This is an optimization exercise on Yosys and OpenROAD, whose aim is small area, a short achievable clock period and few clock cycles per item, not a production implementation. The RTL was checked by simulation tests, not by an equivalence proof against the original design. Power figures rest on the tool's default switching activity, not on a simulated workload.

juniper:
==> flow/design.v <==
module divider (clk, quot, rem, fin, dvdend, dvsor, reset);
	output [31:0] quot;
	output [63:0] rem;
	output fin;
	input [63:0] dvdend;
	input [31:0] dvsor;
	input clk, reset;
	reg [31:0] r;     
	reg [31:0] q;     
	reg [4:0] cnt;    
	reg ld;           
	reg fin;
	reg [31:0] d;     
	wire [31:0] a = {r[30:0], q[31]};
	wire [31:0] p = a ^ ~d;
	wire [31:0] g0 = {a[31:1] & ~d[31:1], a[0] | ~d[0]};
	wire [31:0] p0 = p;
	wire g1_1 = g0[1] | (p0[1] & g0[0]);
	wire p1_1 = p0[1] & p0[0];
	wire g1_3 = g0[3] | (p0[3] & g0[2]);
	wire p1_3 = p0[3] & p0[2];
	wire g1_5 = g0[5] | (p0[5] & g0[4]);
	wire p1_5 = p0[5] & p0[4];
	wire g1_7 = g0[7] | (p0[7] & g0[6]);
	wire p1_7 = p0[7] & p0[6];
	wire g1_9 = g0[9] | (p0[9] & g0[8]);
	wire p1_9 = p0[9] & p0[8];
	wire g1_11 = g0[11] | (p0[11] & g0[10]);
	wire p1_11 = p0[11] & p0[10];
	wire g1_13 = g0[13] | (p0[13] & g0[12]);
	wire p1_13 = p0[13] & p0[12];
	wire g1_15 = g0[15] | (p0[15] & g0[14]);
	wire p1_15 = p0[15] & p0[14];
	wire g1_17 = g0[17] | (p0[17] & g0[16]);
	wire p1_17 = p0[17] & p0[16];
	wire g1_19 = g0[19] | (p0[19] & g0[18]);
	wire p1_19 = p0[19] & p0[18];
	wire g1_21 = g0[21] | (p0[21] & g0[20]);
	wire p1_21 = p0[21] & p0[20];
	wire g1_23 = g0[23] | (p0[23] & g0[22]);
	wire p1_23 = p0[23] & p0[22];
	wire g1_25 = g0[25] | (p0[25] & g0[24]);
	wire p1_25 = p0[25] & p0[24];
	wire g1_27 = g0[27] | (p0[27] & g0[26]);
	wire p1_27 = p0[27] & p0[26];
	wire g1_29 = g0[29] | (p0[29] & g0[28]);
	wire p1_29 = p0[29] & p0[28];
	wire g1_31 = g0[31] | (p0[31] & g0[30]);
	wire p1_31 = p0[31] & p0[30];
	wire g2_2 = g0[2] | (p0[2] & g1_1);
	wire p2_2 = p0[2] & p1_1;
	wire g2_3 = g1_3 | (p1_3 & g1_1);
	wire p2_3 = p1_3 & p1_1;
	wire g2_6 = g0[6] | (p0[6] & g1_5);
	wire p2_6 = p0[6] & p1_5;
	wire g2_7 = g1_7 | (p1_7 & g1_5);
	wire p2_7 = p1_7 & p1_5;
	wire g2_10 = g0[10] | (p0[10] & g1_9);
	wire p2_10 = p0[10] & p1_9;
	wire g2_11 = g1_11 | (p1_11 & g1_9);
	wire p2_11 = p1_11 & p1_9;
	wire g2_14 = g0[14] | (p0[14] & g1_13);
	wire p2_14 = p0[14] & p1_13;
	wire g2_15 = g1_15 | (p1_15 & g1_13);
	wire p2_15 = p1_15 & p1_13;
	wire g2_18 = g0[18] | (p0[18] & g1_17);
	wire p2_18 = p0[18] & p1_17;
	wire g2_19 = g1_19 | (p1_19 & g1_17);
	wire p2_19 = p1_19 & p1_17;
	wire g2_22 = g0[22] | (p0[22] & g1_21);
	wire p2_22 = p0[22] & p1_21;
	wire g2_23 = g1_23 | (p1_23 & g1_21);
	wire p2_23 = p1_23 & p1_21;
	wire g2_26 = g0[26] | (p0[26] & g1_25);
	wire p2_26 = p0[26] & p1_25;
	wire g2_27 = g1_27 | (p1_27 & g1_25);
	wire p2_27 = p1_27 & p1_25;
	wire g2_30 = g0[30] | (p0[30] & g1_29);
	wire p2_30 = p0[30] & p1_29;
	wire g2_31 = g1_31 | (p1_31 & g1_29);
	wire p2_31 = p1_31 & p1_29;
	wire g3_4 = g0[4] | (p0[4] & g2_3);
	wire p3_4 = p0[4] & p2_3;
	wire g3_5 = g1_5 | (p1_5 & g2_3);
	wire p3_5 = p1_5 & p2_3;
	wire g3_6 = g2_6 | (p2_6 & g2_3);
	wire p3_6 = p2_6 & p2_3;
	wire g3_7 = g2_7 | (p2_7 & g2_3);
	wire p3_7 = p2_7 & p2_3;
	wire g3_12 = g0[12] | (p0[12] & g2_11);
	wire p3_12 = p0[12] & p2_11;
	wire g3_13 = g1_13 | (p1_13 & g2_11);
	wire p3_13 = p1_13 & p2_11;
	wire g3_14 = g2_14 | (p2_14 & g2_11);
	wire p3_14 = p2_14 & p2_11;
	wire g3_15 = g2_15 | (p2_15 & g2_11);
	wire p3_15 = p2_15 & p2_11;
	wire g3_20 = g0[20] | (p0[20] & g2_19);
	wire p3_20 = p0[20] & p2_19;
	wire g3_21 = g1_21 | (p1_21 & g2_19);
	wire p3_21 = p1_21 & p2_19;
	wire g3_22 = g2_22 | (p2_22 & g2_19);
	wire p3_22 = p2_22 & p2_19;
	wire g3_23 = g2_23 | (p2_23 & g2_19);
	wire p3_23 = p2_23 & p2_19;
	wire g3_28 = g0[28] | (p0[28] & g2_27);
	wire p3_28 = p0[28] & p2_27;
	wire g3_29 = g1_29 | (p1_29 & g2_27);
	wire p3_29 = p1_29 & p2_27;
	wire g3_30 = g2_30 | (p2_30 & g2_27);
	wire p3_30 = p2_30 & p2_27;
	wire g3_31 = g2_31 | (p2_31 & g2_27);
	wire p3_31 = p2_31 & p2_27;
	wire g4_8 = g0[8] | (p0[8] & g3_7);
	wire p4_8 = p0[8] & p3_7;
	wire g4_9 = g1_9 | (p1_9 & g3_7);
	wire p4_9 = p1_9 & p3_7;
	wire g4_10 = g2_10 | (p2_10 & g3_7);
	wire p4_10 = p2_10 & p3_7;
	wire g4_11 = g2_11 | (p2_11 & g3_7);
	wire p4_11 = p2_11 & p3_7;
	wire g4_12 = g3_12 | (p3_12 & g3_7);
	wire p4_12 = p3_12 & p3_7;
	wire g4_13 = g3_13 | (p3_13 & g3_7);
	wire p4_13 = p3_13 & p3_7;
	wire g4_14 = g3_14 | (p3_14 & g3_7);
	wire p4_14 = p3_14 & p3_7;
	wire g4_15 = g3_15 | (p3_15 & g3_7);
	wire p4_15 = p3_15 & p3_7;
	wire g4_24 = g0[24] | (p0[24] & g3_23);
	wire p4_24 = p0[24] & p3_23;
	wire g4_25 = g1_25 | (p1_25 & g3_23);
	wire p4_25 = p1_25 & p3_23;
	wire g4_26 = g2_26 | (p2_26 & g3_23);
	wire p4_26 = p2_26 & p3_23;
	wire g4_27 = g2_27 | (p2_27 & g3_23);
	wire p4_27 = p2_27 & p3_23;
	wire g4_28 = g3_28 | (p3_28 & g3_23);
	wire p4_28 = p3_28 & p3_23;
	wire g4_29 = g3_29 | (p3_29 & g3_23);
	wire p4_29 = p3_29 & p3_23;
	wire g4_30 = g3_30 | (p3_30 & g3_23);
	wire p4_30 = p3_30 & p3_23;
	wire g4_31 = g3_31 | (p3_31 & g3_23);
	wire p4_31 = p3_31 & p3_23;
	wire g5_16 = g0[16] | (p0[16] & g4_15);
	wire p5_16 = p0[16] & p4_15;
	wire g5_17 = g1_17 | (p1_17 & g4_15);
	wire p5_17 = p1_17 & p4_15;
	wire g5_18 = g2_18 | (p2_18 & g4_15);
	wire p5_18 = p2_18 & p4_15;
	wire g5_19 = g2_19 | (p2_19 & g4_15);
	wire p5_19 = p2_19 & p4_15;
	wire g5_20 = g3_20 | (p3_20 & g4_15);
	wire p5_20 = p3_20 & p4_15;
	wire g5_21 = g3_21 | (p3_21 & g4_15);
	wire p5_21 = p3_21 & p4_15;
	wire g5_22 = g3_22 | (p3_22 & g4_15);
	wire p5_22 = p3_22 & p4_15;
	wire g5_23 = g3_23 | (p3_23 & g4_15);
	wire p5_23 = p3_23 & p4_15;
	wire g5_24 = g4_24 | (p4_24 & g4_15);
	wire p5_24 = p4_24 & p4_15;
	wire g5_25 = g4_25 | (p4_25 & g4_15);
	wire p5_25 = p4_25 & p4_15;
	wire g5_26 = g4_26 | (p4_26 & g4_15);
	wire p5_26 = p4_26 & p4_15;
	wire g5_27 = g4_27 | (p4_27 & g4_15);
	wire p5_27 = p4_27 & p4_15;
	wire g5_28 = g4_28 | (p4_28 & g4_15);
	wire p5_28 = p4_28 & p4_15;
	wire g5_29 = g4_29 | (p4_29 & g4_15);
	wire p5_29 = p4_29 & p4_15;
	wire g5_30 = g4_30 | (p4_30 & g4_15);
	wire p5_30 = p4_30 & p4_15;
	wire g5_31 = g4_31 | (p4_31 & g4_15);
	wire p5_31 = p4_31 & p4_15;
	wire [31:0] c = {g5_30, g5_29, g5_28, g5_27, g5_26, g5_25, g5_24, g5_23, g5_22, g5_21, g5_20, g5_19, g5_18, g5_17, g5_16, g4_15, g4_14, g4_13, g4_12, g4_11, g4_10, g4_9, g4_8, g3_7, g3_6, g3_5, g3_4, g2_3, g2_2, g1_1, g0[0], 1'b1};    
	wire [31:0] diff = p ^ c;
	wire nb = r[31] | g5_31;    
	always @(posedge clk) begin
		ld <= reset;
		d <= dvsor;
		if (reset) begin
			fin <= 1'b0;
			cnt <= 5'd0;
		end else if (!ld) begin
			cnt <= cnt + 5'd1;
			if (cnt == 5'd31)
				fin <= 1'b1;
		end
		if (ld) begin
			r <= dvdend[63:32];
			q <= dvdend[31:0];
		end else begin
			r <= nb ? diff : a;
			q <= {q[30:0], nb};
		end
	end
	assign quot = q;
	assign rem = {r, 32'h0};
endmodule
==> flow/config.mk <==
export PLATFORM = sky130hd
export DESIGN_NAME = divider
export DESIGN_NICKNAME = divider
export VERILOG_FILES = /design/flow/design.v
export SDC_FILE = /design/flow/constraint.sdc
export NUM_CORES = 4
export LEC_CHECK = 0
export ABC_AREA = 1
export CAP_MARGIN = 20
export CORE_MARGIN = 2
export CORE_UTILIZATION = 40
export SETUP_SLACK_MARGIN = 4.5
export SLEW_MARGIN = 20
==> flow/constraint.sdc <==
create_clock -name core_clock -period 7.0 [get_ports {clk}]
set_input_delay 1.4000 -clock core_clock [delete_from_list [all_inputs] [get_ports {clk}]]
set_output_delay 1.4000 -clock core_clock [all_outputs]
set_load 0.01 [all_outputs]
standard.sh (not shown) runs the stock make flow with config.mk's settings and CLKGATE_MAP_FILE= SYNTH_SCRIPT=/design/flow/synth_recipe.tcl, a recipe that flattens the netlist after the stock synthesis.
==> flow/flow/run.sh <==
#!/bin/bash
# Standard layout, with the port buffers made of the smallest buffer cell.
set -euo pipefail
export BUFFER_PORTS_ARGS="-buffer_cell sky130_fd_sc_hd__buf_1"
export SKIP_REPAIR_TIE_FANOUT=1
bash standard.sh > standard.log 2>&1
Testbench counts of juniper, summed over its fixed seeds: cycles 108,800, items 3,200.
--- input diff juniper..garnet ---
Settings: putting PLACE_DENSITY at 0.8 where nothing was set; swapping 40 for 70 in CORE_UTILIZATION.
Looking at worst slack at placement, garnet sits 70 ps lower than juniper does. garnet vs. juniper: share of the final layout cell area in multi-input gates went up by 1.4 points. Looking at wire length of the first global-routing pass across both flows, garnet is the stronger of the two, with juniper trailing. Looking at power across both flows, garnet is the stronger of the two, with juniper trailing. garnet ended up with a lower first-iteration DRC count than juniper did. The setup slack of garnet is smaller than that of juniper.
Modified inputs, maple compared to garnet
Settings: PLACE_DENSITY removed (was 0.8); CORE_UTILIZATION changed from 70 to 40.
==> flow/flow/run.sh <==
#!/bin/bash
# Standard layout with three changes: the port buffers are the smallest
# buffer cell, tie cells are not duplicated per load, and ABC maps with the
# area script in flow/abc_area.script. Each tool's output goes to its own log.
set -euo pipefail
cp -r "$FLOW_HOME/scripts" scripts_local
cp flow/abc_area.script scripts_local/abc_area.script
export SCRIPTS_DIR="$PWD/scripts_local"
export BUFFER_PORTS_ARGS="-buffer_cell sky130_fd_sc_hd__buf_1"
export SKIP_REPAIR_TIE_FANOUT=1

bash standard.sh > standard.log 2>&1
==> flow/flow/abc_area.script (new file) <==
strash
&get -n
&st
&dch
&nf
&put
buffer -c
topo
stime -c
upsize -c
dnsize -c
- Going from garnet to maple, wire length fell by 5.2%; final-layout clock buffer total rose by 1; global-route wire length before repair fell by about 1.8%; die area rose by about 60%.

==> separate check: timing with driven ports <==
The flow's constraints put no driver on any port. The routed layouts listed below were extracted and timed again, unchanged, in two steps. Step 1: set_driving_cell puts a clkbuf_16 on clk and a buf_2 on each other input, an assumption about the parent block. Step 2 also shifts input and output timing later by t, the mid clock arrival at the registers, as if the neighbouring blocks saw the same clock. a / b / c = ideal / step 1 / step 2; a / b = the first two.
run	t, ns	setup WS [ns]	hold WS [ns]	latest minus earliest clock arrival (ns)	cell pins on the clock port's net
juniper	0.391	4.625 / 4.587 / 4.664	0.446 / 0.446 / 0.446	0.010 / 0.010	1
garnet	0.394	4.558 / 4.525 / 4.615	0.452 / 0.452 / 0.452	0.015 / 0.015	1
maple	0.392	4.364 / 4.364 / 4.364	0.463 / 0.463 / 0.463	0.015 / 0.015	1
After both steps every run listed still meets setup and hold.
